From an optimization exercise on the open Yosys and OpenROAD flow, aimed at small area; shortcuts taken in it are not production practice. Where RTL was checked, it was by simulation tests only, not by an equivalence proof against the original. No functional check of the RTL was part of run 3. No activity file was given, so power comes from the tool's default toggle rates.

$ cat flow/design.v
module peg_fan (
	input clk,
	input rst,
	input i_valid,
	input [8:0] i_eq,
	input [127:0] i_p,
	output reg [7:0] o_valid,
	output [127:0] o_data
);
	wire [15:0] p0 = i_p[0 +: 16];
	wire [15:0] p1 = i_p[16 +: 16];
	wire [15:0] p2 = i_p[32 +: 16];
	wire [15:0] p3 = i_p[48 +: 16];
	wire [15:0] p4 = i_p[64 +: 16];
	wire [15:0] p5 = i_p[80 +: 16];
	wire [15:0] p6 = i_p[96 +: 16];
	wire [15:0] p7 = i_p[112 +: 16];
	wire e0 = i_eq[0], e1 = i_eq[1], e2 = i_eq[2], e3 = i_eq[3];
	wire e4 = i_eq[4], e5 = i_eq[5], e6 = i_eq[6];
	wire x13 = i_eq[7], x46 = i_eq[8];
	wire x24 = e3 ? e2 : i_eq[7];
	wire x35 = e3 ? e4 : i_eq[8];
	wire a0_both = ~e0 & ~e1;
	wire a0_left = ~e0 & e1;
	wire a6_both = ~e6 & ~e5;
	wire a6_right = ~e6 & e5;
	wire a2_both = ~e1 & ~e3 & ~e2;
	wire a2_right = e1 & ~e3 & ~e2;
	wire a2_left = ~e1 & e3 & ~e2;
	wire a2_byp = ~(a2_both | a2_right | a2_left);
	wire a4_both = ~e3 & ~e5 & ~e4;
	wire a4_right = e3 & ~e5 & ~e4;
	wire a4_left = ~e3 & e5 & ~e4;
	wire a4_byp = ~(a4_both | a4_right | a4_left);
	wire a1_both = e0 & e2 & ~e3 & ~e1;
	wire a1_right = ~a1_both & e2 & ~e3 & ~e1;
	wire a1_left = ~a1_both & ~a1_right & e0 & ~e1;
	wire a5_both = e4 & e6 & ~e3 & ~e5;
	wire a5_left = ~a5_both & e4 & ~e3 & ~e5;
	wire a5_right = ~a5_both & ~a5_left & e6 & ~e5;
	wire a3_both = e1 & e5 & ~x24 & ~x35;
	wire a3_right = ~a3_both & e5 & ~x35;
	wire a3_left = ~a3_both & ~a3_right & e1 & ~x24;
	reg [15:0] r_a0, r_a1, r_a2, r_a4, r_a5, r_a6;
	wire [15:0] n_a0 = (i_valid & a0_left) ? p1 : r_a0;
	wire [15:0] n_a2 = (i_valid & (a2_byp | a2_right)) ? p2 : r_a2;
	wire [15:0] n_a4 = (i_valid & (a4_byp | a4_left)) ? p5 : r_a4;
	wire [15:0] n_a6 = (i_valid & a6_right) ? p6 : r_a6;
	wire [15:0] o0 = e0 ? p0 + p1 : n_a0;
	wire [15:0] o2lo = e2 ? p2 + p3 : n_a2;
	wire [15:0] o2hi = e2 ? p2 + p3 : p3;
	wire [15:0] o4lo = e4 ? p4 + p5 : p4;
	wire [15:0] o4hi = e4 ? p4 + p5 : n_a4;
	wire [15:0] o6 = e6 ? p6 + p7 : n_a6;
	wire [15:0] n_a1 = (i_valid & a1_left) ? o2lo : (i_valid & a1_right) ? o0 : r_a1;
	wire [15:0] n_a5 = (i_valid & a5_left) ? o6 : (i_valid & a5_right) ? o4hi : r_a5;
	wire [15:0] s1 = o0 + o2lo;
	wire [15:0] o1 = e1 ? s1 : n_a1;
	wire [15:0] s5 = o4hi + o6;
	wire [15:0] o5 = e5 ? s5 : n_a5;
	wire [15:0] l3 = (x13 & e1) ? s1 : x13 ? n_a1 : o2hi;
	wire [15:0] r3 = (x46 & e5) ? s5 : x46 ? n_a5 : o4lo;
	always @ (posedge clk) begin
		if (rst) begin
			r_a0 <= 16'd0;
			r_a1 <= 16'd0;
			r_a2 <= 16'd0;
			r_a4 <= 16'd0;
			r_a5 <= 16'd0;
			r_a6 <= 16'd0;
		end else begin
			r_a0 <= n_a0;
			r_a1 <= n_a1;
			r_a2 <= n_a2;
			r_a4 <= n_a4;
			r_a5 <= n_a5;
			r_a6 <= n_a6;
		end
	end
	wire l1_0 = a1_both | a1_left;
	wire l1_2 = a1_both | a1_right;
	wire l5_4 = a5_both | a5_left;
	wire l5_6 = a5_both | a5_right;
	wire l3_1 = a3_both | a3_left;
	wire l3_5 = a3_both | a3_right;
	wire [7:0] w_v;
	assign w_v[0] = l1_0 | a0_both | a0_left;
	assign w_v[1] = l3_1 | a0_both;
	assign w_v[2] = l1_2 | a2_both | a2_left;
	assign w_v[3] = e3 | a2_both | a2_right;
	assign w_v[4] = l5_4 | a4_both | a4_left;
	assign w_v[5] = l3_5 | a4_both | a4_right;
	assign w_v[6] = l5_6 | a6_both;
	assign w_v[7] = a6_both | a6_right;
	wire [127:0] w_o;
	assign w_o[0 +: 16] = l1_0 ? o0 : p0;
	assign w_o[16 +: 16] = e1 ? s1 : p1;  
	assign w_o[32 +: 16] = l1_2 ? o2lo : p2;
	assign w_o[48 +: 16] = e3 ? l3 : p3;  
	assign w_o[64 +: 16] = l5_4 ? o4hi : p4;
	assign w_o[80 +: 16] = e5 ? s5 : p5;  
	assign w_o[96 +: 16] = l5_6 ? o6 : p6;
	assign w_o[112 +: 16] = p7;
	reg [127:0] r_o;
	reg [15:0] r_r3;
	assign o_data[47:0] = r_o[47:0];
	assign o_data[63:48] = r_o[63:48] + r_r3;
	assign o_data[127:64] = r_o[127:64];
	always @ (posedge clk) begin
		o_valid <= i_valid ? w_v : 8'd0;
		r_o <= w_o;
		r_r3 <= e3 ? r3 : 16'd0;
	end
endmodule
module mul8s (input [7:0] a, input [7:0] b, output [15:0] p);
	wire c100;
	wire c102;
	wire c104;
	wire c106;
	wire c108;
	wire c110;
	wire c112;
	wire c114;
	wire c116;
	wire c118;
	wire c120;
	wire c122;
	wire c124;
	wire c126;
	wire c128;
	wire c130;
	wire c132;
	wire c134;
	wire c136;
	wire c138;
	wire c140;
	wire c142;
	wire c144;
	wire c146;
	wire c148;
	wire c150;
	wire c152;
	wire c154;
	wire c156;
	wire c158;
	wire c160;
	wire c66;
	wire c68;
	wire c70;
	wire c72;
	wire c74;
	wire c76;
	wire c78;
	wire c80;
	wire c82;
	wire c84;
	wire c86;
	wire c88;
	wire c90;
	wire c92;
	wire c94;
	wire c96;
	wire c98;
	wire pp1;
	wire pp10;
	wire pp11;
	wire pp12;
	wire pp13;
	wire pp14;
	wire pp15;
	wire pp16;
	wire pp17;
	wire pp18;
	wire pp19;
	wire pp2;
	wire pp20;
	wire pp21;
	wire pp22;
	wire pp23;
	wire pp24;
	wire pp25;
	wire pp26;
	wire pp27;
	wire pp28;
	wire pp29;
	wire pp3;
	wire pp30;
	wire pp31;
	wire pp32;
	wire pp33;
	wire pp34;
	wire pp35;
	wire pp36;
	wire pp37;
	wire pp38;
	wire pp39;
	wire pp4;
	wire pp40;
	wire pp41;
	wire pp42;
	wire pp43;
	wire pp44;
	wire pp45;
	wire pp46;
	wire pp47;
	wire pp48;
	wire pp49;
	wire pp5;
	wire pp50;
	wire pp51;
	wire pp52;
	wire pp53;
	wire pp54;
	wire pp55;
	wire pp56;
	wire pp57;
	wire pp58;
	wire pp59;
	wire pp6;
	wire pp60;
	wire pp61;
	wire pp62;
	wire pp63;
	wire pp64;
	wire pp7;
	wire pp8;
	wire pp9;
	wire s101;
	wire s103;
	wire s105;
	wire s107;
	wire s109;
	wire s111;
	wire s113;
	wire s115;
	wire s117;
	wire s119;
	wire s121;
	wire s123;
	wire s125;
	wire s127;
	wire s129;
	wire s131;
	wire s133;
	wire s135;
	wire s137;
	wire s139;
	wire s141;
	wire s143;
	wire s145;
	wire s147;
	wire s149;
	wire s151;
	wire s153;
	wire s155;
	wire s157;
	wire s159;
	wire s65;
	wire s67;
	wire s69;
	wire s71;
	wire s73;
	wire s75;
	wire s77;
	wire s79;
	wire s81;
	wire s83;
	wire s85;
	wire s87;
	wire s89;
	wire s91;
	wire s93;
	wire s95;
	wire s97;
	wire s99;
	assign pp1 = ~(a[0] | b[0]);
	assign pp2 = ~(a[0] | b[1]);
	assign pp3 = ~(a[0] | b[2]);
	assign pp4 = ~(a[0] | b[3]);
	assign pp5 = ~(a[0] | b[4]);
	assign pp6 = ~(a[0] | b[5]);
	assign pp7 = ~(a[0] | b[6]);
	assign pp8 = a[0] | b[7];
	assign pp9 = ~(a[1] | b[0]);
	assign pp10 = ~(a[1] | b[1]);
	assign pp11 = ~(a[1] | b[2]);
	assign pp12 = ~(a[1] | b[3]);
	assign pp13 = ~(a[1] | b[4]);
	assign pp14 = ~(a[1] | b[5]);
	assign pp15 = ~(a[1] | b[6]);
	assign pp16 = a[1] | b[7];
	assign pp17 = ~(a[2] | b[0]);
	assign pp18 = ~(a[2] | b[1]);
	assign pp19 = ~(a[2] | b[2]);
	assign pp20 = ~(a[2] | b[3]);
	assign pp21 = ~(a[2] | b[4]);
	assign pp22 = ~(a[2] | b[5]);
	assign pp23 = ~(a[2] | b[6]);
	assign pp24 = a[2] | b[7];
	assign pp25 = ~(a[3] | b[0]);
	assign pp26 = ~(a[3] | b[1]);
	assign pp27 = ~(a[3] | b[2]);
	assign pp28 = ~(a[3] | b[3]);
	assign pp29 = ~(a[3] | b[4]);
	assign pp30 = ~(a[3] | b[5]);
	assign pp31 = ~(a[3] | b[6]);
	assign pp32 = a[3] | b[7];
	assign pp33 = ~(a[4] | b[0]);
	assign pp34 = ~(a[4] | b[1]);
	assign pp35 = ~(a[4] | b[2]);
	assign pp36 = ~(a[4] | b[3]);
	assign pp37 = ~(a[4] | b[4]);
	assign pp38 = ~(a[4] | b[5]);
	assign pp39 = ~(a[4] | b[6]);
	assign pp40 = a[4] | b[7];
	assign pp41 = ~(a[5] | b[0]);
	assign pp42 = ~(a[5] | b[1]);
	assign pp43 = ~(a[5] | b[2]);
	assign pp44 = ~(a[5] | b[3]);
	assign pp45 = ~(a[5] | b[4]);
	assign pp46 = ~(a[5] | b[5]);
	assign pp47 = ~(a[5] | b[6]);
	assign pp48 = a[5] | b[7];
	assign pp49 = ~(a[6] | b[0]);
	assign pp50 = ~(a[6] | b[1]);
	assign pp51 = ~(a[6] | b[2]);
	assign pp52 = ~(a[6] | b[3]);
	assign pp53 = ~(a[6] | b[4]);
	assign pp54 = ~(a[6] | b[5]);
	assign pp55 = ~(a[6] | b[6]);
	assign pp56 = a[6] | b[7];
	assign pp57 = a[7] | b[0];
	assign pp58 = a[7] | b[1];
	assign pp59 = a[7] | b[2];
	assign pp60 = a[7] | b[3];
	assign pp61 = a[7] | b[4];
	assign pp62 = a[7] | b[5];
	assign pp63 = a[7] | b[6];
	assign pp64 = ~(a[7] | b[7]);
	assign s65 = pp7 ^ pp14;
	assign c66 = pp7 & pp14;
	assign {c68, s67} = pp8 + pp15 + pp22;
	assign s69 = pp29 ^ pp36;
	assign c70 = pp29 & pp36;
	assign {c72, s71} = pp16 + pp23 + pp30;
	assign {c74, s73} = pp37 + pp44 + pp51;
	assign {c76, s75} = pp24 + pp31 + pp38;
	assign s77 = pp5 ^ pp12;
	assign c78 = pp5 & pp12;
	assign {c80, s79} = pp6 + pp13 + pp20;
	assign s81 = pp27 ^ pp34;
	assign c82 = pp27 & pp34;
	assign {c84, s83} = s65 + pp21 + pp28;
	assign {c86, s85} = pp35 + pp42 + pp49;
	assign {c88, s87} = c66 + s67 + s69;
	assign {c90, s89} = pp43 + pp50 + pp57;
	assign {c92, s91} = c68 + c70 + s71;
	assign {c94, s93} = s73 + pp58 + 1'b1;
	assign {c96, s95} = c72 + c74 + s75;
	assign {c98, s97} = pp45 + pp52 + pp59;
	assign {c100, s99} = c76 + pp32 + pp39;
	assign {c102, s101} = pp46 + pp53 + pp60;
	assign {c104, s103} = pp40 + pp47 + pp54;
	assign s105 = pp4 ^ pp11;
	assign c106 = pp4 & pp11;
	assign {c108, s107} = s77 + pp19 + pp26;
	assign {c110, s109} = c78 + s79 + s81;
	assign {c112, s111} = c80 + c82 + s83;
	assign {c114, s113} = c84 + c86 + s87;
	assign {c116, s115} = c88 + c90 + s91;
	assign {c118, s117} = c92 + c94 + s95;
	assign {c120, s119} = c96 + c98 + s99;
	assign {c122, s121} = c100 + c102 + s103;
	assign {c124, s123} = c104 + pp48 + pp55;
	assign s125 = pp3 ^ pp10;
	assign c126 = pp3 & pp10;
	assign {c128, s127} = s105 + pp18 + pp25;
	assign {c130, s129} = c106 + s107 + pp33;
	assign {c132, s131} = c108 + s109 + pp41;
	assign {c134, s133} = c110 + s111 + s85;
	assign {c136, s135} = c112 + s113 + s89;
	assign {c138, s137} = c114 + s115 + s93;
	assign {c140, s139} = c116 + s117 + s97;
	assign {c142, s141} = c118 + s119 + s101;
	assign {c144, s143} = c120 + s121 + pp61;
	assign {c146, s145} = c122 + s123 + pp62;
	assign {c148, s147} = c124 + pp56 + pp63;
	assign s149 = pp2 ^ pp9;
	assign c150 = pp2 & pp9;
	assign {c152, s151} = s125 + pp17 + c150;
	assign {c154, s153} = c126 + s127 + c152;
	assign {c156, s155} = c128 + s129 + c154;
	assign {c158, s157} = c130 + s131 + c156;
	assign {c160, s159} = c132 + s133 + c158;
	wire [8:0] hs = {1'b1, c148, c146, c144, c142, c140, c138, c136, c134} + {1'b0, pp64, s147, s145, s143, s141, s139, s137, s135} + c160;
	assign p = {hs, s159, s157, s155, s153, s151, s149, pp1};
endmodule
module pe_group # (
	parameter NUM_PEGS = 4,
	parameter NUM_PES = 8,
	parameter LOG2_PES = 3,
	parameter IN_DATA_TYPE = 8,
	parameter OUT_DATA_TYPE = 16)(
		clk,
		rst,
		i_data_valid,
		i_data_bus,
		i_stationary,
		i_dest_bus,
		i_vn_seperator,
		o_data_valid,
		o_data_bus
);
	input clk;
	input rst;
	input [NUM_PEGS -1 : 0] i_data_valid;
	input [NUM_PEGS * NUM_PES * IN_DATA_TYPE -1 : 0] i_data_bus;
	input [NUM_PEGS -1 : 0] i_stationary;
	input [NUM_PEGS * NUM_PES * LOG2_PES -1:0] i_dest_bus;
	input [NUM_PEGS * NUM_PES * LOG2_PES -1:0] i_vn_seperator;
	output [NUM_PEGS * NUM_PES -1:0] o_data_valid;
	output [NUM_PEGS * NUM_PES * OUT_DATA_TYPE -1:0] o_data_bus;
	genvar g;
	generate
		for (g = 0; g < NUM_PEGS; g = g + 1) begin : grp
			peg_slice u_peg (
				.clk(clk),
				.rst(rst),
				.i_valid(i_data_valid[g]),
				.i_stationary(i_stationary[g]),
				.i_data(i_data_bus[g*64 +: 64]),
				.i_dest(i_dest_bus[g*24 +: 24]),
				.i_vn(i_vn_seperator[g*24 +: 24]),
				.o_valid(o_data_valid[g*8 +: 8]),
				.o_data(o_data_bus[g*128 +: 128])
			);
		end
	endgenerate
endmodule
module peg_slice (
	input clk,
	input rst,
	input i_valid,
	input i_stationary,
	input [63:0] i_data,
	input [23:0] i_dest,
	input [23:0] i_vn,
	output [7:0] o_valid,
	output [127:0] o_data
);
	localparam NEQ = 9;
	localparam DEPTH = 6;  
	wire [63:0] w_sel;
	genvar p;
	generate
		for (p = 0; p < 8; p = p + 1) begin : xb
			assign w_sel[p*8 +: 8] = ~i_data[i_dest[p*3 +: 3]*8 +: 8];
		end
	endgenerate
	wire [2:0] v0 = i_vn[0 +: 3];
	wire [2:0] v1 = i_vn[3 +: 3];
	wire [2:0] v2 = i_vn[6 +: 3];
	wire [2:0] v3 = i_vn[9 +: 3];
	wire [2:0] v4 = i_vn[12 +: 3];
	wire [2:0] v5 = i_vn[15 +: 3];
	wire [2:0] v6 = i_vn[18 +: 3];
	wire [2:0] v7 = i_vn[21 +: 3];
	wire w_e3 = (v3 == v4);
	wire [NEQ-1:0] w_eq = {w_e3 ? (v4 == v6) : (v3 == v5), w_e3 ? (v1 == v3) : (v2 == v4),
		v6 == v7, v5 == v6, v4 == v5, w_e3, v2 == v3, v1 == v2, v0 == v1};
	localparam [NEQ-1:0] C_IDLE = 9'b0_0000_1110;
	localparam [NEQ-1:0] C_LOAD = 9'b0_0011_1000;
	wire [NEQ-1:0] w_code = ~i_valid ? C_IDLE : i_stationary ? C_LOAD : w_eq;
	reg [63:0] r_d [1:DEPTH];
	reg [NEQ-1:0] r_eq [1:DEPTH+1];
	integer k;
	always @ (posedge clk) begin
		r_d[1] <= w_sel;
		r_eq[1] <= w_code;
		for (k = 2; k <= DEPTH; k = k + 1) begin
			r_d[k] <= r_d[k-1];
			r_eq[k] <= r_eq[k-1];
		end
		r_eq[DEPTH+1] <= r_eq[DEPTH];
	end
	wire [NEQ-1:0] c6 = r_eq[DEPTH];
	wire [NEQ-1:0] c7 = r_eq[DEPTH+1];
	wire w_ld6 = c6[3] & c6[4] & c6[5] & ~c6[8] & ~c6[1];
	wire w_st7 = ~(c7[3] & ((c7[1] & c7[2] & ~c7[7]) | (c7[4] & c7[5] & ~c7[8])));
	reg [63:0] r_w;
	reg [127:0] r_p;
	wire [127:0] w_p;
	always @ (posedge clk) begin
		if (rst) begin
			r_w <= {64{1'b1}};  
		end else if (w_ld6) begin
			r_w <= r_d[DEPTH];
		end
	end
	generate
		for (p = 0; p < 8; p = p + 1) begin : mul
			mul8s u_mul (.a(r_d[DEPTH][p*8 +: 8]), .b(r_w[p*8 +: 8]), .p(w_p[p*16 +: 16]));
		end
	endgenerate
	always @ (posedge clk) begin
		r_p <= w_p;
	end
	peg_fan u_fan (
		.clk(clk),
		.rst(rst),
		.i_valid(w_st7),
		.i_eq(r_eq[DEPTH+1]),
		.i_p(r_p),
		.o_valid(o_valid),
		.o_data(o_data)
	);
endmodule
$ cat flow/flow/run.sh
#!/bin/bash
# The standard layout (the standard.sh, with the standard flow's own synthesis), with the
# buffers that Yosys/ABC put in the netlist removed at floorplan instead of kept,
# and every input and output port buffered with the library's smallest buffer.
set -euo pipefail
bash standard.sh REMOVE_ABC_BUFFERS=1 "BUFFER_PORTS_ARGS=-buffer_cell sky130_fd_sc_hd__buf_1" finish > standard_flow.log 2>&1
$ cat flow/standard.sh
#!/bin/bash
# synth_recipe.tcl (not shown) runs the flow's synth.tcl, then flattens the netlist and writes it again
# the make line also repeats each setting of config.mk as NAME=value (left out here)
make -C /OpenROAD-flow-scripts/flow DESIGN_CONFIG=/design/flow/config.mk WORK_HOME=/design/flow/orfs CLKGATE_MAP_FILE= SYNTH_SCRIPT=/design/flow/synth_recipe.tcl "${@:-finish}"
$ cat flow/config.mk
export PLATFORM = sky130hd
export DESIGN_NAME = pe_group
export DESIGN_NICKNAME = pe_group
export VERILOG_FILES = /design/flow/design.v
export SDC_FILE = /design/flow/constraint.sdc
export NUM_CORES = 4
export LEC_CHECK = 0
export CAP_MARGIN = 20
export CORE_MARGIN = 2
export CORE_UTILIZATION = 68
export CTS_BUF_LIST = sky130_fd_sc_hd__clkbuf_8
export CTS_CLUSTER_DIAMETER = 50
export CTS_CLUSTER_SIZE = 20
export GPL_TIMING_DRIVEN = 0
export SETUP_SLACK_MARGIN = 0.1
export SLEW_MARGIN = 20
$ cat flow/constraint.sdc
create_clock -name core_clock -period 5.5 [get_ports {clk}]
set_input_delay 1.1000 -clock core_clock [delete_from_list [all_inputs] [get_ports {clk}]]
set_output_delay 1.1000 -clock core_clock [all_outputs]
set_load 0.01 [all_outputs]
==> results.yml, run 1 <==
outcome:
  outcome: "no timing/DRC/antenna violations"
setup_path:
  start_kind: "register"
  crit_path_end_kind: "register"
  rr_worst_depth: 21
  reg2reg_to: "grp[0].u_peg.u_fan.r_r3[15]"
  worst_ep_arrival_time_ps: 6260
  ff2ff_setup_slack_ps: 200
  required_ps: 6460
  path_class: "reg -> reg"
  worst_setup_path_startpoint: "grp[0].u_peg.r_eq[7][2]"
  crit_fanout: 14
  crit_end: "grp[0].u_peg.u_fan.r_r3[15]"
  reg2reg_from: "grp[0].u_peg.r_eq[7][2]"
power_and_ir_drop:
  power-per-cell-area_nw_per_um2: 395
  vdd_ir_drop_max_mv: 0.338
  leakage_nw: 87.1
synth:
  synth.top_cells.by_area: "dfxtp_1 38%, fa_1 15%, mux4_2 6.2%"
  synth-edff-count: 0
  synth_seq_area_share_pct: 38.3
  yosys_warnings: 6
  synth-adder-area-share_pct: 20.9
  ys_async_sr_fraction_pct: 0
  netlist_area_um2: 185000
  synth_top_area_share_pct: 38.3
  synthXorXnorAreaFrac_pct: 3.25
  syn_avg_cell_area_um2: 10.3
  synthCells: 18000
  synth.area.mux_share_pct: 11.2
  yosysMostFrequentCell: "dfxtp_1"
  synthTopCellsByCount: "3548 x dfxtp_1, 2200 x nor2_1, 1837 x inv_1"
  ys_ff_latch: 3548
  yosys.cell_types.count: 103
  synth_compound_area_share_pct: 6.74
  synth_ff_type: "dfxtp_1"
  synth_top_family_by_area: "adder cells"
  yosys.area.top_type: "dfxtp_1"
  yosys.area_share.simple_pct: 12.0
run:
  max-cap-violations: 0
clock_network:
  cts-buffers-inserted: 331
  path_clk_slew_ps: 110
  clockBufferDepth: 4
  cts_root_buffer: "clkbuf_8"
  cts_tree: "yes"
  h-tree-depth: 5
  cts_hold_buf: 0
  clock_latency_ps: 1100
  cts.sinks: 3548
placement:
  portBuffers: 1001
  dp_cells: 21200
  dpl.hpwl_um: 380000
  gp_congestion: 0.966
worst_hold_path:
  min_path_type: "reg -> reg"
sta:
  max_freq_ghz: 0.189
  final.setup.tns_ps: 0
  period_share_pct: 96.4
  hold_viol: 0
  max_slew.worst_pin.slew_ps: 1280
  drv_slew: 0
  finalCriticalPeriod_ps: 5300
  setup_viol: 0
  rsz0062_at_grt: "false"
  relSlewSlack_pct: 13.6
  finClkSkew_ps: 63.9
global_route:
  overflow: 0
  grt_pass1_wl_um: 740000
  grt_pass1_vias: 123000
  gr-usage-all-layers_pct: 35.0
  antenna_found_initial: 91
  grt_max_degree: 56
detailed_routing:
  drt-pass1-iter-count: 6
  final_antenna_net_count: 0
  drcViolationCount: 0
  vias_per_cell: 5.75
  vias: 127000
  routed_wl_um: 490000
  detail_route.iter0.violations: 11400
  wl_per_cell_um: 22.3
cells_and_area:
  fin_cells: 22000
  final_layout_size_suffix_gt1_share_pct: 13.4
  fillCellCount: 20200
  fin_nets: 20800
  multiInputGateArea_um2: 101000
  seq_area_um2: 71200
  area_growth_pct: 6.38
floorplanning:
  dieWidth_um: 526
  initial_utilization_pct: 68.4
  dieArea_um2: 277000
  die_y_um: 526
  core_um2: 271000
  ios: 1002
  std_cell_rows: 191
how the worst min path moves through the flow:
stage,end,slack (ps),cells past startpoint,start
finish,grp[3].u_peg.r_d[3][61],280,0,grp[3].u_peg.r_d[2][61]
detailed placement,grp[2].u_peg.r_d[6][45],310,0,grp[2].u_peg.r_d[5][45]
floorplan,grp[0].u_peg.r_d[2][0],310,0,grp[0].u_peg.r_d[1][0]
global route,grp[0].u_peg.r_eq[1][1],220,2,i_data_valid[0]
CTS,grp[0].u_peg.r_eq[1][1],180,2,i_data_valid[0]
global placement,grp[1].u_peg.r_d[3][14],310,0,grp[1].u_peg.r_d[2][14]
sequential cells by signal, indices dropped and copies added, names as in the netlist:
register and count:
grp.u_peg.r_d 1536, grp.u_peg.r_eq 252, grp.u_peg.r_p 512, grp.u_peg.r_w 256
grp.u_peg.u_fan.o_valid 32, grp.u_peg.u_fan.r_a0 64, grp.u_peg.u_fan.r_a1 64, grp.u_peg.u_fan.r_a2 64
grp.u_peg.u_fan.r_a4 64, grp.u_peg.u_fan.r_a5 64, grp.u_peg.u_fan.r_a6 64, grp.u_peg.u_fan.r_o 512
grp.u_peg.u_fan.r_r3 64
area by class of cell:
cell class | instances | area share [%]
antenna | 94 | 0.119
clock buffer | 343 | 2.39
clock inverter | 235 | 1.50
inverter | 1847 | 3.53
multi-input combinational | 11200 | 51.3
sequential | 3548 | 36.1
tap | 3570 | 2.26
timing repair buffer | 1145 | 2.83
timing repair inverter | 3 | 0.00761
kinds of logic (layout without fill, tap and decap cells):
family / count (synthesis) / count (layout)
buf+inv: 3254 / 3573
mux: 1408 / 1408
flops: 3548 / 3548
fa+ha+maj: 2272 / 2272
compound gates: 2021 / 2022
simple gates: 4832 / 4835
other cells: 0 / 94
xor+xnor: 685 / 685
through the flow:
| stage | worst slack (ps) | instance area, µm² | hold WS (ps) | utilization [%] | power, W |
|---|---|---|---|---|---|
| finish | 199 | 197000 | 280 | 72.8 | 0.0779 |
| global route | 46.9 | 197000 | 218 | 72.8 | 0.0817 |
| CTS | 101 | 196000 | 183 | 72.4 | 0.0773 |
| detailed placement | -1840 | 188000 | 312 | 69.3 | 0.0593 |
| global placement | -19220 | 187000 | 309 | 68.8 | 0.0589 |
| floorplan | -95.2 | 178000 | 310 | - | 0.0495 |
metal layers:
layer	share of wire (%)	wire [µm]	global-route usage [%]
met1	41	202000	48.7
met2	43	209000	51.1
met3	9.8	47900	7.38
met4	6.3	31000	19.6
met5	0.073	356	0.312
power by group:
group | internal [W] | leakage [nW] | switching, W
combinational | 0.0106 | 53.7 | 0.0155
sequential | 0.0301 | 29.5 | 0.00379
clock | 0.00719 | 3.88 | 0.0107
worst max-delay path, stage by stage, from the launching register on:
cell and delay, ps:
dfxtp_4 500, nor2b_4 310, nand2_2 120, a21oi_4 170, buf_12 150, nor2_1 80
nand2_4 200, mux2_2 360, mux2_2 320, ha_1 240, a21oi_1 270, o21ai_0 220
nor4_1 350, o311a_1 280, o21bai_1 90, a21o_1 240, a31oi_4 230, o21ai_1 130
xnor2_1 230, xnor2_1 160, mux2i_1 130, o22ai_2 370
layout by cell type (no fill, tap or decap), types with 32 or more instances in the layout:
| master | synthesis | final |
|---|---|---|
| dfxtp_1 | 3548 | 3463 |
| nor2_1 | 2200 | 2189 |
| inv_1 | 1837 | 1844 |
| fa_1 | 1372 | 1371 |
| nand2_1 | 1058 | 1054 |
| buf_1 | 136 | 962 |
| ha_1 | 900 | 899 |
| or2_2 | 696 | 696 |
| mux2i_1 | 675 | 663 |
| a21oi_1 | 628 | 609 |
| mux4_2 | 512 | 512 |
| o21ai_0 | 540 | 507 |
| xnor2_1 | 369 | 366 |
| clkbuf_8 | 0 | 345 |
| xor2_1 | 314 | 313 |
| nand3b_1 | 270 | 270 |
| mux2_2 | 219 | 219 |
| a21o_1 | 202 | 202 |
| nor2b_1 | 147 | 144 |
| nand2b_1 | 118 | 116 |
| a211oi_1 | 105 | 103 |
| diode_2 | 0 | 94 |
| nand3_1 | 87 | 85 |
| nor3_1 | 80 | 80 |
| buf_4 | 463 | 77 |
| o21bai_1 | 75 | 75 |
| o21a_1 | 63 | 61 |
| dfxtp_2 | 0 | 61 |
| a31oi_1 | 67 | 60 |
| o21ai_1 | 33 | 55 |
| inv_6 | 0 | 53 |
| inv_12 | 0 | 42 |
| o211ai_1 | 40 | 40 |
| and3_1 | 38 | 38 |
| clkinv_8 | 0 | 37 |
| buf_2 | 28 | 35 |
| inv_8 | 0 | 32 |
what timing repair did:
item	4_1_cts	5_1_grt
buffers inserted	32	45
pin swaps	14	35
cloned	4	3
resized for setup	104	142
endpoints found under the setup margin	211	74
==> run 2: changes to the inputs <==
--- a/flow/config.mk
+++ b/flow/config.mk
@@ -7,7 +7,7 @@
 export LEC_CHECK = 0
 export CAP_MARGIN = 20
 export CORE_MARGIN = 2
-export CORE_UTILIZATION = 68
+export CORE_UTILIZATION = 60
 export CTS_BUF_LIST = sky130_fd_sc_hd__clkbuf_8
 export CTS_CLUSTER_DIAMETER = 50
 export CTS_CLUSTER_SIZE = 20
==> results.yml, run 2 <==
power_and_ir_drop:
  power-per-cell-area_nw_per_um2: 397
  leakage_nw: 87.4
  totalPowerFinal_w: 0.0786
  vdd_ir_drop_max_mv: 0.291
detailed_routing:
  vias: 124000
  final_antenna_net_count: 0
  wl_per_cell_um: 22.0
  detail_route.iter0.violations: 9238
  routed_wl_um: 497000
  drt-pass1-iter-count: 6
  drcViolationCount: 0
  vias_per_cell: 5.50
worst_hold_path:
  min_from: "i_data_valid[1]"
  min_path_type: "in -> reg"
setup_path:
  path_class: "reg -> reg"
  crit_fanout: 20
  worstPathCellList: "buf_16, inv_6, nor3_4, buf_12, o21a_4, or3_4, nor2_1, a21oi_2, mux2_2, inv_1, ha_1, a21o_1, a21oi_2, o21ai_1, or3_1, a311o_1, a211o_1, nand2_2, o21ai_2, a31oi_4, xnor2_1, xor2_1, o221ai_2"
  worst_setup_path_startpoint: "grp[1].u_peg.r_eq[7][5]"
  start_kind: "register"
  worst_ep_arrival_time_ps: 6130
  crit_path_end_kind: "register"
  cpMaxStageDelayCell: "or3_4"
  reg2reg_from: "grp[1].u_peg.r_eq[7][5]"
  required_ps: 6440
  cpMostUsedCell: "a21oi_2"
  critPathMaxStageDelay_ps: 540
cells_and_area:
  finalInstanceArea_um2: 198000
  largest_reg_flops: 1536
  top_register: "grp.u_peg.r_d"
  final_common_cell: "dfxtp_1"
  top_regs: "grp.u_peg.r_d x1536, grp.u_peg.r_p x512, grp.u_peg.u_fan.r_o x512"
  layout_common_cells: "3478 x dfxtp_1, 2190 x nor2_1, 1841 x inv_1, 1372 x fa_1, 1054 x nand2_1"
  fin_nets: 20800
  seq_area_um2: 71200
  final_layout_size_suffix_gt1_share_pct: 13.4
  fillCellCount: 25600
  multiInputGateArea_um2: 101000
  area_growth_pct: 6.92
sta:
  max_freq_ghz: 0.193
  relSlewSlack_pct: 18.2
  drv_slew: 0
  max_slew.worst_pin.slew_ps: 1230
  finClkSkew_ps: 86.1
  period_share_pct: 94.4
  final.setup.tns_ps: 0
  hold_viol: 0
  rsz0062_at_grt: "false"
  setup_viol: 0
  finalCriticalPeriod_ps: 5190
clock_network:
  cts_root_buffer: "clkbuf_8"
  cts-buffers-inserted: 345
  cts_tree: "yes"
  cts.sinks: 3548
  cts_hold_buf: 0
  clock_latency_ps: 1110
  h-tree-depth: 5
  path_clk_slew_ps: 110
  clockBufferDepth: 4
run:
  max-cap-violations: 0
synth:
  synth_ff_type: "dfxtp_1"
  syn_avg_cell_area_um2: 10.3
  ys_ff_latch: 3548
  synthCells: 18000
  synthTopCellsByCount: "3548 x dfxtp_1, 2200 x nor2_1, 1837 x inv_1"
  ys_async_sr_fraction_pct: 0
  synth_seq_area_share_pct: 38.3
  synth_top_area_share_pct: 38.3
  yosysMostFrequentCell: "dfxtp_1"
  synth-edff-count: 0
  netlist_area_um2: 185000
  synth.top_cells.by_area: "dfxtp_1 38%, fa_1 15%, mux4_2 6.2%"
  yosys.cell_types.count: 103
  yosys_warnings: 6
  yosys.area.top_type: "dfxtp_1"
floorplanning:
  core_um2: 308000
  die_y_um: 560
  std_cell_rows: 204
  dieWidth_um: 560
  ios: 1002
  dieArea_um2: 313000
  initial_utilization_pct: 60.2
outcome:
  outcome: "no timing/DRC/antenna violations"
placement:
  gp_congestion: 0.953
  dpl_cell_area_um2: 188000
  dpl.hpwl_um: 387000
  portBuffers: 1001
global_route:
  grt_pass1_vias: 123000
  grt_pass1_wl_um: 750000
  antenna_found_initial: 95
  grt_max_degree: 50
  overflow: 0
  gr-usage-all-layers_pct: 31.4
==> run 2: cell counts after synthesis <==
Identical to the previous run, type by type.
==> run 2: what timing repair did <==
item                                    in CTS  in global routing
pin swaps                                   14                 29
cloned                                       5                  0
buffers inserted                            33                 36
endpoints found under the setup margin     196                 72
gates resized for setup                     84                127
==> run 2: cell type report <==
type                    instances  area share (%)
repair inverters                3         0.00757
clock inverters               252            1.64
well taps                    4120            2.60
inverters                    1847            3.52
repair buffers               1138            2.82
diodes                         43          0.0543
multi-input cells           11200            50.9
flip-flops and latches       3548            35.9
clock buffers                 368            2.55
==> run 2: logic make-up after synthesis <==
group                      count (synthesis)  share of synthesized area [%]
buffers and inverters                   3254                           7.56
adders and majority gates               2272                           20.9
AOI/OAI and AO/OA                       2021                           6.74
xor gates and xnor gates                 685                           3.25
muxes                                   1408                           11.2
DFF                                     3548                           38.3
and+or+nand+nor                         4832                           12.0
==> run 2: report_power, final <==
part | switching [W] | internal [W]
combinational | 0.0156 | 0.0105
sequential | 0.00374 | 0.0301
clock | 0.0107 | 0.00793
==> run 2: stage by stage <==
step	instances	setup WS [ps]	hold WS (ps)	utilization [%]
2_1_floorplan	16600	-95.2	310	-
3_3_place_gp	21700	-20850	310	60.8
3_5_place_dp	21800	-2130	312	61.2
4_1_cts	22500	106	130	64.1
5_1_grt	22500	35.3	172	64.3
6_report	22500	308	249	64.3
==> run 2: final timing paths <==
kind | endpoint | depth (start not counted) | slack (ps)
hold reg to reg | grp[0].u_peg.r_d[6][12] | 0 | 310
setup reg to reg | grp[1].u_peg.u_fan.r_o[63] | 23 | 310
setup / recovery | grp[1].u_peg.u_fan.r_o[63] | 23 | 310
hold / removal | grp[1].u_peg.r_eq[1][1] | 2 | 250
==> run 2: worst max-delay path, delay by kind of cell (launching register included) <==
kind                     cells  cell delay (ps)
AO/OA/AOI/OAI               10             1970
adder cells (fa/ha/maj)      1              220
XOR/XNOR                     2              420
buffers and inverters        4              550
AND/OR/NAND/NOR              5             1210
multiplexers                 1              290
flip-flops                   1              380
==> run 2: layer usage <==
layer	track usage (%)	part of all wire, %	wire, µm
met5	0	0.073	365
met4	15.8	5.8	29000
met3	5.38	6.8	34000
met2	50.8	46	230000
met1	40.7	41	203000
==> run 3: changes to the inputs <==
--- a/flow/design.v
+++ b/flow/design.v
@@ -46,12 +46,16 @@
 	wire [15:0] n_a2 = (i_valid & (a2_byp | a2_right)) ? p2 : r_a2;
 	wire [15:0] n_a4 = (i_valid & (a4_byp | a4_left)) ? p5 : r_a4;
 	wire [15:0] n_a6 = (i_valid & a6_right) ? p6 : r_a6;
-	wire [15:0] o0 = e0 ? p0 + p1 : n_a0;
-	wire [15:0] o2lo = e2 ? p2 + p3 : n_a2;
-	wire [15:0] o2hi = e2 ? p2 + p3 : p3;
-	wire [15:0] o4lo = e4 ? p4 + p5 : p4;
-	wire [15:0] o4hi = e4 ? p4 + p5 : n_a4;
-	wire [15:0] o6 = e6 ? p6 + p7 : n_a6;
+	wire [15:0] s01 = p0 + (e0 ? p1 : 16'd0);
+	wire [15:0] s23 = p2 + (e2 ? p3 : 16'd0);
+	wire [15:0] s45 = p4 + (e4 ? p5 : 16'd0);
+	wire [15:0] s67 = p6 + (e6 ? p7 : 16'd0);
+	wire [15:0] o0 = e0 ? s01 : n_a0;
+	wire [15:0] o2lo = e2 ? s23 : n_a2;
+	wire [15:0] o2hi = e2 ? s23 : p3;
+	wire [15:0] o4lo = e4 ? s45 : p4;
+	wire [15:0] o4hi = e4 ? s45 : n_a4;
+	wire [15:0] o6 = e6 ? s67 : n_a6;
 	wire [15:0] n_a1 = (i_valid & a1_left) ? o2lo : (i_valid & a1_right) ? o0 : r_a1;
 	wire [15:0] n_a5 = (i_valid & a5_left) ? o6 : (i_valid & a5_right) ? o4hi : r_a5;
 	wire [15:0] s1 = o0 + o2lo;
@@ -93,13 +97,13 @@
 	assign w_v[6] = l5_6 | a6_both;
 	assign w_v[7] = a6_both | a6_right;
 	wire [127:0] w_o;
-	assign w_o[0 +: 16] = l1_0 ? o0 : p0;
+	assign w_o[0 +: 16] = s01;
 	assign w_o[16 +: 16] = e1 ? s1 : p1;  
-	assign w_o[32 +: 16] = l1_2 ? o2lo : p2;
+	assign w_o[32 +: 16] = s23;
 	assign w_o[48 +: 16] = e3 ? l3 : p3;  
-	assign w_o[64 +: 16] = l5_4 ? o4hi : p4;
+	assign w_o[64 +: 16] = s45;
 	assign w_o[80 +: 16] = e5 ? s5 : p5;  
-	assign w_o[96 +: 16] = l5_6 ? o6 : p6;
+	assign w_o[96 +: 16] = s67;
 	assign w_o[112 +: 16] = p7;
 	reg [127:0] r_o;
 	reg [15:0] r_r3;
==> results.yml, run 3 <==
synth:
  synth_top_area_share_pct: 38.6
  ys_ff_latch: 3548
  synthXorXnorAreaFrac_pct: 3.39
  ys_async_sr_fraction_pct: 0
  synth_ff_type: "dfxtp_1"
  synth_compound_area_share_pct: 7.17
  synthCells: 18000
  yosys_warnings: 6
  yosys.cell_types.count: 91
  synth.top_cells.by_area: "dfxtp_1 39%, fa_1 15%, mux4_2 6.3%"
  synthTopCellsByCount: "3548 x dfxtp_1, 2360 x nor2_1, 1838 x inv_1"
  yosys.area_share.simple_pct: 12.2
  yosysMostFrequentCell: "dfxtp_1"
  syn_avg_cell_area_um2: 10.2
  synth-edff-count: 0
  synth_seq_area_share_pct: 38.6
  synth-adder-area-share_pct: 21.1
  yosys.area.top_type: "dfxtp_1"
  synth.area.mux_share_pct: 10.0
  netlist_area_um2: 184000
  synth_top_family_by_area: "adder cells"
clock_network:
  cts.sinks: 3548
  path_clk_slew_ps: 100
  cts_hold_buf: 0
  cts_tree: "yes"
  h-tree-depth: 5
  clock_latency_ps: 1140
  cts_root_buffer: "clkbuf_8"
  clockBufferDepth: 4
  cts-buffers-inserted: 347
power_and_ir_drop:
  p_sw_share_pct: 36.6
  power-per-cell-area_nw_per_um2: 375
  power_frac_comb_pct: 28.9
  p_int_w: 0.0469
  seqPwrFrac_pct: 45.8
  p_sw_w: 0.0271
  leakage_nw: 87.8
  clkPwrFrac_pct: 25.3
  vdd_ir_drop_max_mv: 0.284
global_route:
  antenna_found_initial: 85
  grt_max_degree: 78
  overflow: 0
  grt_pass1_vias: 121000
  grt_pass1_wl_um: 719000
  gr-usage-all-layers_pct: 30.1
setup_path:
  required_ps: 6470
  crit_path_end_kind: "register"
  path_class: "reg -> reg"
  crit_fanout: 9
  rr_worst_depth: 17
  start_kind: "register"
  worst_ep_arrival_time_ps: 6220
outcome:
  outcome: "no timing/DRC/antenna violations"
cells_and_area:
  area_growth_pct: 7.38
  largest_reg_flops: 1536
  fin_nets: 20900
  final_layout_size_suffix_gt1_share_pct: 13.2
  top_regs: "grp.u_peg.r_d x1536, grp.u_peg.r_p x512, grp.u_peg.u_fan.r_o x512"
  layout_common_cells: "3482 x dfxtp_1, 2357 x nor2_1, 1843 x inv_1, 1372 x fa_1, 951 x buf_1"
  final_common_cell: "dfxtp_1"
  fin_cells: 22500
  top_register: "grp.u_peg.r_d"
worst_hold_path:
  min_path_type: "in -> reg"
  holdPathStages: 2
sta:
  final.setup.tns_ps: 0
  rsz0062_at_grt: "true"
  finalCriticalPeriod_ps: 5250
  period_share_pct: 95.4
  relSlewSlack_pct: 15.8
  setup_viol: 0
  max_freq_ghz: 0.191
  drv_slew: 0
  max_slew.worst_pin.slew_ps: 1260
  hold_viol: 0
  finClkSkew_ps: 90.0
floorplanning:
  dieArea_um2: 311000
  ios: 1002
  dieWidth_um: 558
  std_cell_rows: 203
  initial_utilization_pct: 60.2
  core_um2: 305000
  die_y_um: 558
detailed_routing:
  detail_route.iter0.violations: 9727
  routed_wl_um: 471000
  drcViolationCount: 0
  vias_per_cell: 5.50
  final_antenna_net_count: 0
  drt-pass1-iter-count: 6
  wl_per_cell_um: 20.9
  vias: 124000
placement:
  dp_cells: 21800
  dpl.hpwl_um: 364000
  gp_congestion: 0.958
  portBuffers: 1001
run:
  max-cap-violations: 0
-- run 3: area by class of cell --
type	instances	area [µm²]
diodes	37	92.6
clock buffers	365	5020
clock inverters	250	3270
fillers	25400	108000
inverters	1849	7040
multi-input cells	11200	99700
flip-flops and latches	3548	71200
well taps	4100	5130
repair buffers	1174	5970
repair inverters	4	27.5
-- run 3: cell families after synthesis --
kind of cell | after synthesis
flops | 3548
xor+xnor | 705
mux | 1185
buf+inv | 3249
fa+ha+maj | 2272
compound gates | 2101
simple gates | 4944
-- run 3: metrics by stage --
stage	hold slack [ps]	cell area (µm²)	util (%)	total power (W)	setup slack [ps]
finish	254	197000	64.7	0.0740	253
detailed placement	312	187000	61.3	0.0551	-1950
global route	167	197000	64.7	0.0779	33.9
floorplan	310	177000	-	0.0463	-375
CTS	121	196000	64.3	0.0740	-32.9
global placement	310	186000	60.9	0.0548	-35490
-- run 3: layer usage --
layer / GRT usage (%) / share of wire [%] / up-vias
met3: 4.91 / 7.9 / 883
met2: 45.0 / 43 / 4522
met4: 12.9 / 4.8 / 16
li1: - / - / 58200
met1: 43.2 / 44 / 60400
met5: 0 / 0.024 / -
-- run 3: power by group through the flow --
stage          Combinational, W  Sequential (W)  Clock, W
2_1_floorplan            0.0136          0.0328         0
3_3_place_gp             0.0204          0.0345         0
3_5_place_dp             0.0207          0.0344         0
4_1_cts                  0.0210          0.0338    0.0192
5_1_grt                  0.0235          0.0342    0.0202
6_report                 0.0214          0.0339    0.0187
-- run 3: worst max-delay path, cell delays in order, from the launching register on --
cell	delay, ps
dfxtp_2	480
nor2_1	80
ha_1	270
inv_1	50
fa_1	460
fa_1	500
inv_1	50
fa_1	390
fa_1	420
fa_1	420
fa_1	420
fa_1	410
a21o_1	170
a21oi_1	210
o21bai_1	100
a21oi_1	250
o21bai_1	120
a21oi_2	350
-- run 3: timing repair --
action | CTS | global route
endpoints found under the setup margin | 225 | 98
cloned | 4 | 6
pin swaps | 11 | 43
setup buffers | 39 | 54
resized for setup | 118 | 179
hold endpoints to repair | 0 | 0
-- run 3: worst paths after layout --
check / slack (ps) / to / startpoint
worst min-delay path: 250 / grp[3].u_peg.r_eq[1][1] / i_data_valid[3]
worst min register to register: 290 / grp[3].u_peg.r_d[2][2] / grp[3].u_peg.r_d[1][2]
worst max-delay path: 250 / grp[3].u_peg.r_p[79] / grp[3].u_peg.r_d[6][33]
worst max register to register: 250 / grp[3].u_peg.r_p[79] / grp[3].u_peg.r_d[6][33]
==> run 4: changes to the inputs <==
--- a/flow/design.v
+++ b/flow/design.v
@@ -53,7 +53,7 @@
 	wire [15:0] o0 = e0 ? s01 : n_a0;
 	wire [15:0] o2lo = e2 ? s23 : n_a2;
 	wire [15:0] o2hi = e2 ? s23 : p3;
-	wire [15:0] o4lo = e4 ? s45 : p4;
+	wire [15:0] o4lo = s45;  
 	wire [15:0] o4hi = e4 ? s45 : n_a4;
 	wire [15:0] o6 = e6 ? s67 : n_a6;
 	wire [15:0] n_a1 = (i_valid & a1_left) ? o2lo : (i_valid & a1_right) ? o0 : r_a1;
==> results.yml, run 4 <==
placement:
  place_ws_ps: -1710
  dpl_cell_area_um2: 186000
  dpl.hpwl_um: 376000
  gp_congestion: 0.962
  portBuffers: 1001
outcome:
  outcome: "no timing/DRC/antenna violations"
sta:
  finalCriticalPeriod_ps: 5280
  fin_ws_ps: 217
  hold_viol: 0
  max_freq_ghz: 0.189
  final.setup.tns_ps: 0
  max_slew.worst_pin.slew_ps: 1240
  rsz0062_at_grt: "true"
  finClkSkew_ps: 72.6
  setup_viol: 0
  drv_slew: 0
  relSlewSlack_pct: 17.5
  period_share_pct: 96.0
synth:
  synth_top_family_by_area: "adder cells"
  synth_ff_type: "dfxtp_1"
  synth-edff-count: 0
  syn_avg_cell_area_um2: 10.2
  synth_top_area_share_pct: 38.8
  yosys.cell_types.count: 91
  yosysMostFrequentCell: "dfxtp_1"
  ys_async_sr_fraction_pct: 0
  yosys.area_share.simple_pct: 12.4
  synthXorXnorAreaFrac_pct: 3.44
  yosys_warnings: 6
  synthCells: 17900
  synth_compound_area_share_pct: 6.89
  synth.area.mux_share_pct: 9.82
  yosys.area.top_type: "dfxtp_1"
  synth-adder-area-share_pct: 21.2
  synthTopCellsByCount: "3548 x dfxtp_1, 2362 x nor2_1, 1795 x inv_1"
  ys_ff_latch: 3548
  synth.top_cells.by_area: "dfxtp_1 39%, fa_1 15%, mux4_2 6.3%"
  netlist_area_um2: 183000
  synth_seq_area_share_pct: 38.8
setup_path:
  required_ps: 4400
  worst_path_dominant_cell_family: "compound AO/OA/AOI/OAI gates"
  crit_fanout: 3
  path_buf_inv: 2
  rr_worst_depth: 20
  reg2reg_to: "grp[2].u_peg.u_fan.r_r3[15]"
  path_class: "reg -> out"
  cp.depth: 11
  worst_ep_arrival_time_ps: 4180
  critPathMaxStageDelay_ps: 630
  worstPathCellList: "ha_1, o21ai_2, a21boi_2, o21ai_1, nand2b_1, a21o_1, a21o_1, buf_4, a311oi_1, xnor2_1, buf_1"
  reg2reg_from: "grp[2].u_peg.r_eq[7][4]"
  cpMostUsedCell: "a21o_1"
  crit_path_end_kind: "primary output"
  ff2ff_setup_slack_ps: 310
  start_kind: "register"
  cpMaxStageDelayCell: "dfxtp_1"
worst_hold_path:
  hold_path_end: "grp[3].u_peg.r_eq[1][1]"
  min_path_type: "in -> reg"
  min_from: "i_data_valid[3]"
  holdPathStages: 2
clock_network:
  clockBufferDepth: 4
  clock_latency_ps: 1150
  path_clk_slew_ps: 110
  h-tree-depth: 5
  cts_tree: "yes"
  cts.sinks: 3548
  cts-buffers-inserted: 339
  cts_root_buffer: "clkbuf_8"
floorplanning:
  dieWidth_um: 556
  std_cell_rows: 202
  dieArea_um2: 309000
  die_y_um: 556
  core_um2: 303000
  initial_utilization_pct: 60.4
  ios: 1002
cells_and_area:
  area_growth_pct: 7.23
  finalInstanceArea_um2: 196000
  fin_nets: 20700
  fillCellCount: 25200
  top_regs: "grp.u_peg.r_d x1536, grp.u_peg.r_p x512, grp.u_peg.u_fan.r_o x512"
  top_register: "grp.u_peg.r_d"
  seq_area_um2: 71200
  final_layout_size_suffix_gt1_share_pct: 13.0
  multiInputGateArea_um2: 99000
  largest_reg_flops: 1536
  layout_common_cells: "3490 x dfxtp_1, 2355 x nor2_1, 1795 x inv_1, 1371 x fa_1, 952 x buf_1"
  fin_util_pct: 64.7
  final_common_cell: "dfxtp_1"
power_and_ir_drop:
  totalPowerFinal_w: 0.0739
  leakage_nw: 87.5
  power-per-cell-area_nw_per_um2: 377
  vdd_ir_drop_max_mv: 0.352
detailed_routing:
  wl_per_cell_um: 21.6
  drcViolationCount: 0
  drt-pass1-iter-count: 6
  routed_wl_um: 482000
  detail_route.iter0.violations: 9716
  vias_per_cell: 5.53
  vias: 123000
  final_antenna_net_count: 0
global_route:
  overflow: 0
  gr-usage-all-layers_pct: 30.8
  grt_pass1_wl_um: 726000
  grt_pass1_vias: 119000
  antenna_found_initial: 67
  grt_max_degree: 95
run:
  max-cap-violations: 0
==> run 4: area by class of cell <==
class,instances,area share (%)
Antenna cell,45,0.0574
Inverter,1808,3.51
Multi-Input combinational cell,11100,50.5
Clock inverter,252,1.62
Timing Repair Buffer,1175,3.04
Tap cell,3978,2.54
Clock buffer,356,2.50
Timing Repair inverter,2,0.00702
Sequential cell,3548,36.3
==> run 4: per-layer routing <==
| metal | vias up | track usage, % | wire (µm) |
|---|---|---|---|
| met2 | 4344 | 46.1 | 208000 |
| met5 | - | 0 | 152 |
| met4 | 22 | 11.7 | 20800 |
| li1 | 57800 | - | - |
| met1 | 60200 | 44.8 | 214000 |
| met3 | 809 | 5.12 | 38900 |
==> run 4: cells by family (layout without fill, tap and decap cells) <==
| logic type | count (synthesis) | in the layout |
|---|---|---|
| xor+xnor | 710 | 710 |
| flops | 3548 | 3548 |
| compound gates | 2015 | 2017 |
| fa+ha+maj | 2272 | 2272 |
| simple gates | 4972 | 4973 |
| mux | 1142 | 1142 |
| buf+inv | 3199 | 3593 |
| other cells | 0 | 45 |
==> run 4: worst max path at each step <==
stage                                  end  slack (ps)                        from
6_report                    o_data_bus[58]         220  grp[0].u_peg.u_fan.r_r3[3]
3_3_place_gp    grp[3].u_peg.u_fan.r_a6[1]      -50870                         rst
4_1_cts                     o_data_bus[62]          90  grp[0].u_peg.u_fan.r_r3[0]
5_1_grt        grp[2].u_peg.u_fan.r_r3[15]         -30     grp[2].u_peg.r_eq[7][4]
3_5_place_dp    grp[0].u_peg.u_fan.r_o[63]       -1710     grp[0].u_peg.r_eq[7][4]
2_1_floorplan   grp[3].u_peg.u_fan.r_o[95]        -230     grp[3].u_peg.r_eq[7][5]
==> run 4: metrics by stage <==
step,instances,hold WS (ps)
2_1_floorplan,16500,310
3_3_place_gp,21400,310
3_5_place_dp,21500,312
4_1_cts,22200,120
5_1_grt,22300,144
6_report,22300,248
==> run 4: what timing repair did <==
item                       in CTS  in global routing
hold buffers                    0                  0
setup buffers                  42                 54
cloned                          4                  1
pin swaps                      25                 37
gates resized for setup       119                125
setup endpoints to repair     194                 66
==> run 4: report_power, final <==
group / internal (W) / leakage (nW) / switching [W]
registers: 0.0301 / 29.5 / 0.00340
logic: 0.00867 / 54.0 / 0.0134
clock network: 0.00748 / 4.04 / 0.0108
==> run 5: changes to the inputs <==
--- a/flow/config.mk
+++ b/flow/config.mk
@@ -7,7 +7,7 @@
 export LEC_CHECK = 0
 export CAP_MARGIN = 20
 export CORE_MARGIN = 2
-export CORE_UTILIZATION = 60
+export CORE_UTILIZATION = 68
 export CTS_BUF_LIST = sky130_fd_sc_hd__clkbuf_8
 export CTS_CLUSTER_DIAMETER = 50
 export CTS_CLUSTER_SIZE = 20
==> results.yml, run 5 <==
clock_network:
  cts_root_buffer: "clkbuf_8"
  h-tree-depth: 5
  clock_latency_ps: 1130
  cts.sinks: 3548
  cts_tree: "yes"
  cts-buffers-inserted: 325
  clockBufferDepth: 4
  cts_hold_buf: 0
  path_clk_slew_ps: 110
cells_and_area:
  fin_cells: 21800
  layout_common_cells: "3473 x dfxtp_1, 2359 x nor2_1, 1802 x inv_1, 1370 x fa_1, 964 x buf_1"
  fin_nets: 20700
  final_common_cell: "dfxtp_1"
  final_layout_size_suffix_gt1_share_pct: 12.5
  largest_reg_flops: 1536
  top_regs: "grp.u_peg.r_d x1536, grp.u_peg.r_p x512, grp.u_peg.u_fan.r_o x512"
  area_growth_pct: 6.23
  top_register: "grp.u_peg.r_d"
sta:
  rsz0062_at_grt: "true"
  fin_ws_ps: 240
  final.setup.tns_ps: 0
  drv_slew: 0
  max_slew.worst_pin.slew_ps: 1250
  relSlewSlack_pct: 16.5
  finalCriticalPeriod_ps: 5260
  finClkSkew_ps: 74.4
  max_freq_ghz: 0.190
  setup_viol: 0
  period_share_pct: 95.6
  hold_viol: 0
placement:
  gp_congestion: 1.00
  portBuffers: 1001
  place_ws_ps: -1340
  dpl.hpwl_um: 350000
  dp_cells: 21100
floorplanning:
  die_y_um: 523
  initial_utilization_pct: 68.4
  std_cell_rows: 190
  dieWidth_um: 523
  ios: 1002
  dieArea_um2: 273000
  core_um2: 268000
detailed_routing:
  drcViolationCount: 0
  vias_per_cell: 5.66
  final_antenna_net_count: 0
  wl_per_cell_um: 20.8
  vias: 123000
  detail_route.iter0.violations: 9958
  drt-pass1-iter-count: 6
  routed_wl_um: 452000
setup_path:
  cpMaxStageDelayCell: "dfxtp_4"
  crit_path_end_kind: "primary output"
  crit_fanout: 2
  cpMostUsedCell: "a21oi_1"
  worst_ep_arrival_time_ps: 4160
  ff2ff_setup_slack_ps: 290
  path_buf_inv: 3
  critPathMaxStageDelay_ps: 410
  worst_path_dominant_cell_family: "compound AO/OA/AOI/OAI gates"
  required_ps: 4400
  worstPathCellList: "ha_4, inv_1, fa_2, inv_1, a21oi_1, o21ai_1, a21oi_1, o21ai_1, a21o_1, a21o_1, a311oi_2, o41ai_2, a21oi_1, xnor2_1, buf_2"
  reg2reg_to: "grp[3].u_peg.u_fan.r_o[63]"
  path_class: "reg -> out"
  rr_worst_depth: 22
  start_kind: "register"
  reg2reg_from: "grp[3].u_peg.r_eq[7][0]"
worst_hold_path:
  hold_path_end: "grp[3].u_peg.r_eq[1][1]"
  min_from: "i_data_valid[3]"
  min_path_type: "in -> reg"
  holdPathStages: 2
synth:
  netlist_area_um2: 183000
  synth_ff_type: "dfxtp_1"
  synth_top_area_share_pct: 38.8
  ys_async_sr_fraction_pct: 0
  yosys.area.top_type: "dfxtp_1"
  synth-edff-count: 0
  yosys_warnings: 6
  synth.top_cells.by_area: "dfxtp_1 39%, fa_1 15%, mux4_2 6.3%"
  yosysMostFrequentCell: "dfxtp_1"
  ys_ff_latch: 3548
  synth_seq_area_share_pct: 38.8
  synthTopCellsByCount: "3548 x dfxtp_1, 2362 x nor2_1, 1795 x inv_1"
  yosys.cell_types.count: 91
  synthCells: 17900
  syn_avg_cell_area_um2: 10.2
global_route:
  overflow: 0
  grt_max_degree: 99
  grt_pass1_vias: 119000
  antenna_found_initial: 39
  gr-usage-all-layers_pct: 32.7
  grt_pass1_wl_um: 690000
power_and_ir_drop:
  vdd_ir_drop_max_mv: 0.321
  leakage_nw: 87.0
  power-per-cell-area_nw_per_um2: 371
outcome:
  outcome: "no timing/DRC/antenna violations"
run:
  max-cap-violations: 0
-- run 5: final cells by class --
cell class | count | area (µm²)
multi-input cells | 11100 | 98900
fillers | 20000 | 73300
flip-flops and latches | 3548 | 71200
inverters | 1808 | 6870
repair buffers | 1145 | 5610
clock buffers | 344 | 4730
well taps | 3552 | 4440
clock inverters | 223 | 2580
diodes | 29 | 72.6
repair inverters | 2 | 10.0
-- run 5: worst reg2reg max path: stages, from the launching register on --
cell	delay [ps]
dfxtp_4	450
and2_1	200
ha_1	220
fa_1	420
a21o_1	200
a21oi_1	230
o21bai_1	100
a21oi_1	260
o21bai_1	130
a21oi_2	230
xnor2_1	270
nor2_1	70
a21oi_1	160
ha_1	320
a21o_1	190
nand2_1	130
inv_1	80
a41oi_2	280
a21oi_1	180
o21ai_0	240
xor3_1	250
and2_1	180
o21ai_1	310
-- run 5: cells by family after synthesis --
family	count (synthesis)	synth area share (%)
AND/OR/NAND/NOR	4972	12.4
adder cells (fa/ha/maj)	2272	21.2
buffers and inverters	3199	7.51
multiplexers	1142	9.82
AO/OA/AOI/OAI	2015	6.89
XOR/XNOR	710	3.44
flip-flops	3548	38.8
-- run 5: per-stage QoR --
stage / total power, W / hold WS [ps] / cell area [µm²] / utilization, %
floorplan: 0.0461 / 310 / 176000 / -
global placement: 0.0543 / 310 / 184000 / 68.8
detailed placement: 0.0547 / 312 / 185000 / 69.3
CTS: 0.0717 / 163 / 193000 / 72.2
global route: 0.0756 / 187 / 194000 / 72.6
finish: 0.0720 / 251 / 194000 / 72.6
-- run 5: worst max-delay path by stage --
| stage | startpoint | endpoint | depth (start not counted) |
|---|---|---|---|
| global route | grp[1].u_peg.r_eq[7][0] | grp[1].u_peg.u_fan.r_o[63] | 26 |
| detailed placement | grp[1].u_peg.r_eq[7][3] | grp[1].u_peg.u_fan.r_r3[14] | 20 |
| floorplan | grp[3].u_peg.r_eq[7][5] | grp[3].u_peg.u_fan.r_o[95] | 20 |
| finish | grp[2].u_peg.u_fan.r_o[48] | o_data_bus[318] | 15 |
| global placement | rst | grp[1].u_peg.u_fan.r_a1[14] | 3 |
| CTS | grp[0].u_peg.u_fan.r_r3[0] | o_data_bus[62] | 15 |
-- run 5: repair_timing --
item | CTS | global route
setup endpoints to repair | 161 | 64
pin swaps | 18 | 30
gates cloned | 3 | 2
buffers inserted | 33 | 45
resized for setup | 90 | 135
-- run 5: metal layers --
| layer | part of all wire (%) | vias up | routed length [µm] | global-route usage [%] |
|---|---|---|---|---|
| li1 | - | 57700 | - | - |
| met1 | 42 | 59800 | 191000 | 45.5 |
| met2 | 45 | 4750 | 202000 | 50.6 |
| met3 | 8.2 | 930 | 37200 | 5.92 |
| met4 | 4.8 | 12 | 21700 | 13.4 |
| met5 | 0.016 | - | 74 | 0 |
-- run 5: where the power goes --
| group | total [W] | switching, W | leakage [nW] | internal, W |
|---|---|---|---|---|
| clock | 0.0171 | 0.0101 | 3.72 | 0.00695 |
| sequential | 0.0336 | 0.00350 | 29.5 | 0.0301 |
| combinational | 0.0213 | 0.0127 | 53.7 | 0.00866 |
==> run 6: changes to the inputs <==
--- a/flow/config.mk
+++ b/flow/config.mk
@@ -7,10 +7,10 @@
 export LEC_CHECK = 0
 export CAP_MARGIN = 20
 export CORE_MARGIN = 2
-export CORE_UTILIZATION = 68
+export CORE_UTILIZATION = 75
 export CTS_BUF_LIST = sky130_fd_sc_hd__clkbuf_8
 export CTS_CLUSTER_DIAMETER = 50
 export CTS_CLUSTER_SIZE = 20
 export GPL_TIMING_DRIVEN = 0
-export SETUP_SLACK_MARGIN = 0.1
+export SETUP_SLACK_MARGIN = 0.05
 export SLEW_MARGIN = 20
==> results.yml, run 6 <==
outcome:
  outcome: "no timing/DRC/antenna violations"
power_and_ir_drop:
  p_int_w: 0.0459
  seqPwrFrac_pct: 46.7
  leakage_nw: 86.7
  clkPwrFrac_pct: 23.9
  power_frac_comb_pct: 29.4
  vdd_ir_drop_max_mv: 0.326
  p_sw_w: 0.0262
  p_sw_share_pct: 36.3
  power-per-cell-area_nw_per_um2: 373
clock_network:
  cts_root_buffer: "clkbuf_8"
  cts_tree: "yes"
  cts-buffers-inserted: 318
  path_clk_slew_ps: 110
  h-tree-depth: 5
  clock_latency_ps: 1140
  cts.sinks: 3548
  clockBufferDepth: 4
sta:
  max_freq_ghz: 0.188
  max_slew.worst_pin.slew_ps: 1300
  final.setup.tns_ps: 0
  finalCriticalPeriod_ps: 5330
  holdWs_ps: 216
  relSlewSlack_pct: 12.5
  drv_slew: 0
  finClkSkew_ps: 84.1
  hold_viol: 0
  setup_viol: 0
  period_share_pct: 96.8
  fin_ws_ps: 174
  rsz0062_at_grt: "true"
synth:
  yosys.cell_types.count: 91
  yosys_warnings: 6
  netlist_area_um2: 183000
  synthCells: 17900
  ys_async_sr_fraction_pct: 0
  ys_ff_latch: 3548
  syn_avg_cell_area_um2: 10.2
  synth_ff_type: "dfxtp_1"
  synth-edff-count: 0
  synth_top_area_share_pct: 38.8
  synthTopCellsByCount: "3548 x dfxtp_1, 2362 x nor2_1, 1795 x inv_1"
  yosys.area.top_type: "dfxtp_1"
  synth.top_cells.by_area: "dfxtp_1 39%, fa_1 15%, mux4_2 6.3%"
  synth_seq_area_share_pct: 38.8
  yosysMostFrequentCell: "dfxtp_1"
detailed_routing:
  drt-pass1-iter-count: 7
  routed_wl_um: 468000
  vias: 126000
  detail_route.iter0.violations: 11700
  wl_per_cell_um: 21.9
  drcViolationCount: 0
  vias_per_cell: 5.91
  final_antenna_net_count: 0
setup_path:
  worst_ep_arrival_time_ps: 4230
  start_kind: "register"
  path_class: "reg -> out"
  path_buf_inv: 3
  worstPathCellList: "ha_1, inv_1, fa_1, inv_1, a21oi_1, o21ai_2, a21oi_1, o21ai_2, a21o_1, a21o_1, a311oi_2, o41ai_2, a21oi_1, xnor2_2, buf_2"
  worst_path_dominant_cell_family: "compound AO/OA/AOI/OAI gates"
  cpMaxStageDelayCell: "o41ai_2"
  cpMostUsedCell: "a21oi_1"
  required_ps: 4400
  critPathMaxStageDelay_ps: 430
  crit_fanout: 2
  crit_path_end_kind: "primary output"
worst_hold_path:
  min_path_type: "in -> reg"
cells_and_area:
  final_common_cell: "dfxtp_1"
  fin_cells: 21400
  top_register: "grp.u_peg.r_d"
  top_regs: "grp.u_peg.r_d x1536, grp.u_peg.r_p x512, grp.u_peg.u_fan.r_o x512"
  layout_common_cells: "3497 x dfxtp_1, 2359 x nor2_1, 1798 x inv_1, 1369 x fa_1, 964 x buf_1"
  fillCellCount: 15600
  fin_nets: 20600
  final_layout_size_suffix_gt1_share_pct: 12.1
  area_growth_pct: 5.73
  largest_reg_flops: 1536
global_route:
  grt_max_degree: 101
  gr-usage-all-layers_pct: 37.2
  grt_pass1_wl_um: 713000
  overflow: 0
  grt_pass1_vias: 124000
  antenna_found_initial: 83
floorplanning:
  core_um2: 243000
  die_y_um: 498
  std_cell_rows: 181
  ios: 1002
  dieArea_um2: 248000
  dieWidth_um: 498
  initial_utilization_pct: 75.3
placement:
  portBuffers: 1001
  place_ws_ps: -1280
  dp_cells: 20700
  dpl.hpwl_um: 360000
  gp_congestion: 1.01
run:
  max-cap-violations: 0
-- run 6: changes by cell type in the layout (fill, tap and decap cells not counted), sizes merged --
| cell | before | now |
|---|---|---|
| diode | 29 | 43 |
| buf | 1143 | 1124 |
| or3 | 32 | 31 |
| inv | 1922 | 1898 |
| bufinv | 8 | 19 |
| o211ai | 62 | 61 |
| clkinv | 78 | 65 |
| clkinvlp | 25 | 22 |
| clkbuf | 346 | 336 |
-- run 6: cell families after synthesis --
group           share of synthesized area (%)
buf+inv                                  7.51
fa+ha+maj                                21.2
mux                                      9.82
flops                                    38.8
simple gates                             12.4
compound gates                           6.89
xor+xnor                                 3.44
-- run 6: area by class of cell --
cell class                 instances  area (µm²)  area share [%]
multi-input combinational      11100       98700            51.0
inverter                        1808        6870            3.55
antenna                           43         108          0.0556
sequential                      3548       71200            36.8
tap                             3202        4010            2.07
clock buffer                     334        4600            2.38
timing repair buffer            1126        5290            2.73
timing repair inverter             2        10.0         0.00517
clock inverter                   194        2660            1.37
-- run 6: worst paths after layout --
check	start	endpoint	slack [ps]	depth (start not counted)
worst max-delay path	grp[2].u_peg.u_fan.r_o[48]	o_data_bus[318]	170	15
worst min-delay path	i_data_valid[3]	grp[3].u_peg.r_eq[1][2]	220	2
worst max register to register	grp[3].u_peg.r_eq[7][5]	grp[3].u_peg.u_fan.r_o[95]	240	20
worst min register to register	grp[3].u_peg.r_d[4][50]	grp[3].u_peg.r_d[5][50]	270	0
-- run 6: stage by stage --
stage          total power [W]  area, µm²  util (%)
2_1_floorplan           0.0461     176000         -
3_3_place_gp            0.0538     184000      75.6
3_5_place_dp            0.0544     185000      76.1
4_1_cts                 0.0716     193000      79.2
5_1_grt                 0.0753     193000      79.6
6_report                0.0721     193000      79.6
-- run 6: repair_timing --
item                                    CTS  global route
setup buffers                            16            52
hold buffers                              0             0
endpoints found under the setup margin  150            66
cloned                                    2             1
pin swaps                                 5            30
resized for setup                        77           120
-- run 6: routing by layer --
| metal | vias to the layer above | GRT usage [%] | share of wire, % |
|---|---|---|---|
| met4 | 36 | 18.7 | 5.8 |
| met3 | 1267 | 8.59 | 10 |
| met1 | 61500 | 49.4 | 39 |
| met5 | - | 0 | 0.049 |
| li1 | 57600 | - | - |
| met2 | 6025 | 57.8 | 45 |
-- run 6: power groups by stage --
stage                     Sequential, W  Combinational [W]  Clock, W
after floorplan                  0.0327             0.0134         0
after global placement           0.0340             0.0198         0
after detailed placement         0.0341             0.0203         0
after CTS                        0.0335             0.0206    0.0174
after global routing             0.0339             0.0230    0.0184
final                            0.0337             0.0212    0.0172

## port drivers added, routing unchanged
No port has a modelled driver above. Below, the same layouts with a new extraction and two added sets of constraints.
Step 1: set_driving_cell puts a clkbuf_16 on clk and a buf_2 on each other input, an assumption about the parent block.
Step 2 moves the port delays by t, midway between the first and last clock arrival at a register: inputs arrive t later, outputs are due t later. That takes back most of the time a late clock gives input paths.
Three values: ideal, step 1, step 2; two values: the first two.
run	t, ns	setup slack, ns	worst slew at a driven data input, ns
run 1	1.184	0.199 / 0.199 / 0.199	0.19
run 2	1.178	0.308 / 0.210 / 0.308	0.20
run 3	1.198	0.253 / 0.235 / 0.253	0.24
run 4	1.224	0.217 / 0.105 / 0.313	0.21
run 5	1.183	0.240 / 0.145 / 0.286	0.20
run 6	1.195	0.174 / 0.075 / 0.238	0.31
After both steps every run listed still meets setup and hold.
